Context: an optimization exercise on an open-source flow, tuned for small area and a short achievable clock period. The choices shown serve that exercise and are no tape-out recipe.
Function was checked by simulation only, so behaviour that the tests miss may differ from the original.
No driver is modelled on the clock port, so clocking that relies on it looks cheaper here than on a real chip.

// alu_top
module alu_top(clk, A, B, opcode, OUT);
input clk;
input [31:0] A, B;
input [4:0] opcode;
output [63:0] OUT;
reg [31:0] a_r, b_r;
reg [4:0] op_r;
reg [63:0] out_r;
wire [63:0] alu_out;
ALU u_alu(.A(a_r), .B(b_r), .opcode(op_r), .OUT(alu_out));
always @(posedge clk) begin
  a_r <= A;
  b_r <= B;
  op_r <= opcode;
  out_r <= alu_out;
end
assign OUT = out_r;
endmodule
Size in the first run: ~3500 cells after synthesis, ~130 flip-flops, about 130 I/O pins.
Settings: LEC_CHECK=0, CAP_MARGIN=20, CORE_MARGIN=2, CORE_UTILIZATION=70, PLACE_DENSITY=0.8, SLEW_MARGIN=20, SYNTH_HIERARCHICAL=1, SYNTH_MINIMUM_KEEP_SIZE=0; clock period 28.0 ns.
standard.sh (not shown) runs the stock make flow with config.mk's settings and CLKGATE_MAP_FILE= SYNTH_SCRIPT=/design/flow/synth_recipe.tcl, a recipe that flattens the netlist after the stock synthesis.
==> flow/flow/run.sh <==
#!/bin/bash
# Own flow: the standard layout (standard.sh, unchanged synthesis) with
#  - repair_timing kept to a setup margin so it shortens the critical path
#    (a smaller margin up to CTS, the full one after the clock skew below),
#  - plain buf_1 port buffers instead of the delay-cell buffers buffer_ports picks,
#  - after CTS, one clock delay stage in front of the result registers (out_r),
#    so the register-to-register paths through the ALU get more of the cycle
#    (the output paths lose the same amount; input paths are unchanged).
# The SDC is not changed. Each step's output goes to its own log here.
set -euo pipefail
PORTS="BUFFER_PORTS_ARGS=-buffer_cell sky130_fd_sc_hd__buf_1"
bash standard.sh SETUP_SLACK_MARGIN=19 "$PORTS" cts > flow_standard_cts.log 2>&1
R=orfs/results/sky130hd/alu_top/base
cp $R/4_cts.odb $R/4_cts_noskew.odb
SKEW_IN=$R/4_cts_noskew.odb SKEW_OUT=$R/4_cts.odb SKEW_NDLY=1 \
  PLATFORM_DIR=$FLOW_HOME/platforms/sky130hd \
  LIB=$FLOW_HOME/platforms/sky130hd/lib/sky130_fd_sc_hd__tt_025C_1v80.lib \
  SDC=$R/4_cts.sdc openroad -no_init -exit flow/skew.tcl > flow_skew.log 2>&1
bash standard.sh SETUP_SLACK_MARGIN=20.6 "$PORTS" finish > flow_standard_finish.log 2>&1
Other scripts of this flow, unchanged in this note and not shown: flow/flow/skew.tcl
Next try:
--- a/flow/flow/run.sh
+++ b/flow/flow/run.sh
@@ -18,2 +18,2 @@
   SDC=$R/4_cts.sdc openroad -no_init -exit flow/skew.tcl > flow_skew.log 2>&1
-bash standard.sh SETUP_SLACK_MARGIN=20.6 "$PORTS" finish > flow_standard_finish.log 2>&1
+bash standard.sh SETUP_SLACK_MARGIN=21 "$PORTS" finish > flow_standard_finish.log 2>&1
After rerunning: Via count climbs by 2.0%. Cell area climbs by 3.2%. Register-to-register slack gets worse by 100 ps.

========
== the previous run ==
Starting RTL as in the previous note.
Settings: LEC_CHECK=0, CAP_MARGIN=20, CORE_MARGIN=2, CORE_UTILIZATION=70, PLACE_DENSITY=0.8, SLEW_MARGIN=20, SYNTH_HIERARCHICAL=1, SYNTH_MINIMUM_KEEP_SIZE=0; clock period 28.0 ns.
==> flow/flow/run.sh <==
#!/bin/bash
# Own flow: the standard layout (standard.sh, unchanged synthesis) with
#  - repair_timing kept to a setup margin so it shortens the critical path,
#  - plain buf_1 port buffers instead of the delay-cell buffers buffer_ports picks,
#  - after CTS, one clock delay stage in front of the result registers (out_r),
#    so the register-to-register paths through the ALU get more of the cycle
#    (the output paths lose the same amount; input paths are unchanged).
# The SDC is not changed. Each step's output goes to its own log here.
set -euo pipefail
KNOBS=(SETUP_SLACK_MARGIN=20.2 "BUFFER_PORTS_ARGS=-buffer_cell sky130_fd_sc_hd__buf_1")
bash standard.sh "${KNOBS[@]}" cts > flow_standard_cts.log 2>&1
R=orfs/results/sky130hd/alu_top/base
cp $R/4_cts.odb $R/4_cts_noskew.odb
SKEW_IN=$R/4_cts_noskew.odb SKEW_OUT=$R/4_cts.odb SKEW_NDLY=1 \
  PLATFORM_DIR=$FLOW_HOME/platforms/sky130hd \
  LIB=$FLOW_HOME/platforms/sky130hd/lib/sky130_fd_sc_hd__tt_025C_1v80.lib \
  SDC=$R/4_cts.sdc openroad -no_init -exit flow/skew.tcl > flow_skew.log 2>&1
bash standard.sh "${KNOBS[@]}" finish > flow_standard_finish.log 2>&1
Other scripts of this flow, unchanged in this note and not shown: flow/flow/skew.tcl
[inputs] the current run vs the previous run
==> flow/flow/run.sh <==
#!/bin/bash
# Own flow: the standard layout (standard.sh, unchanged synthesis) with
#  - repair_timing kept to a setup margin so it shortens the critical path
#    (a smaller margin up to CTS, the full one after the clock skew below),
#  - plain buf_1 port buffers instead of the delay-cell buffers buffer_ports picks,
#  - after CTS, one clock delay stage in front of the result registers (out_r),
#    so the register-to-register paths through the ALU get more of the cycle
#    (the output paths lose the same amount; input paths are unchanged).
# The SDC is not changed. Each step's output goes to its own log here.
set -euo pipefail
PORTS="BUFFER_PORTS_ARGS=-buffer_cell sky130_fd_sc_hd__buf_1"
bash standard.sh SETUP_SLACK_MARGIN=19 "$PORTS" cts > flow_standard_cts.log 2>&1
R=orfs/results/sky130hd/alu_top/base
cp $R/4_cts.odb $R/4_cts_noskew.odb
SKEW_IN=$R/4_cts_noskew.odb SKEW_OUT=$R/4_cts.odb SKEW_NDLY=1 \
  PLATFORM_DIR=$FLOW_HOME/platforms/sky130hd \
  LIB=$FLOW_HOME/platforms/sky130hd/lib/sky130_fd_sc_hd__tt_025C_1v80.lib \
  SDC=$R/4_cts.sdc openroad -no_init -exit flow/skew.tcl > flow_skew.log 2>&1
bash standard.sh SETUP_SLACK_MARGIN=20.2 "$PORTS" finish > flow_standard_finish.log 2>&1
Notes after the runs:
The current run finished every step from synthesis to the final layout, and the layout passed the timing, DRC and antenna checks. Going from the previous run to the current run, wire length dropped 2.9%, overall die width barely changed, worst stage delay on the critical path -0.07 ns. Utilization after layout: the current run < the previous run. From the previous run to the current run the numbers moved as follows: share of the cycle needed by the critical path after routing shows no meaningful change, headroom to the max-slew limit shows a reduction of 7.6 points. b_r[13] as the startpoint of the most critical setup path was reported by the current run, and b_r[15] by the previous run.

==> static timing again, ports no longer ideal <==
How much do the figures lean on ideal ports? The routed layouts below were timed once more, with nothing changed but the port constraints.
Step 1, drivers: a clkbuf_16 drives clk and a buf_2 each remaining input, both assumed.
Step 2, shift: input delay + t, output delay - t, t = (earliest + latest rising clock arrival at the registers) / 2. This alone moves slack from input paths to output paths.
Three values: ideal, step 1, step 2; two values: the first two.
run | shift t [ns] | slack for setup (ns) | clock arrival spread, ns
the first run of note 1 | 0.857 | 20.344 / 20.344 / 20.344 | 0.692 / 0.691
the second run of note 1 | 0.843 | 20.242 / 20.242 / 20.242 | 0.685 / 0.685
the previous run | 0.845 | 20.239 / 20.239 / 20.239 | 0.676 / 0.676
the current run | 0.841 | 20.200 / 20.200 / 20.200 | 0.684 / 0.685
In every run listed the clock reaches the registers at very different times; t lies between them, and the last value is a rough guide only.
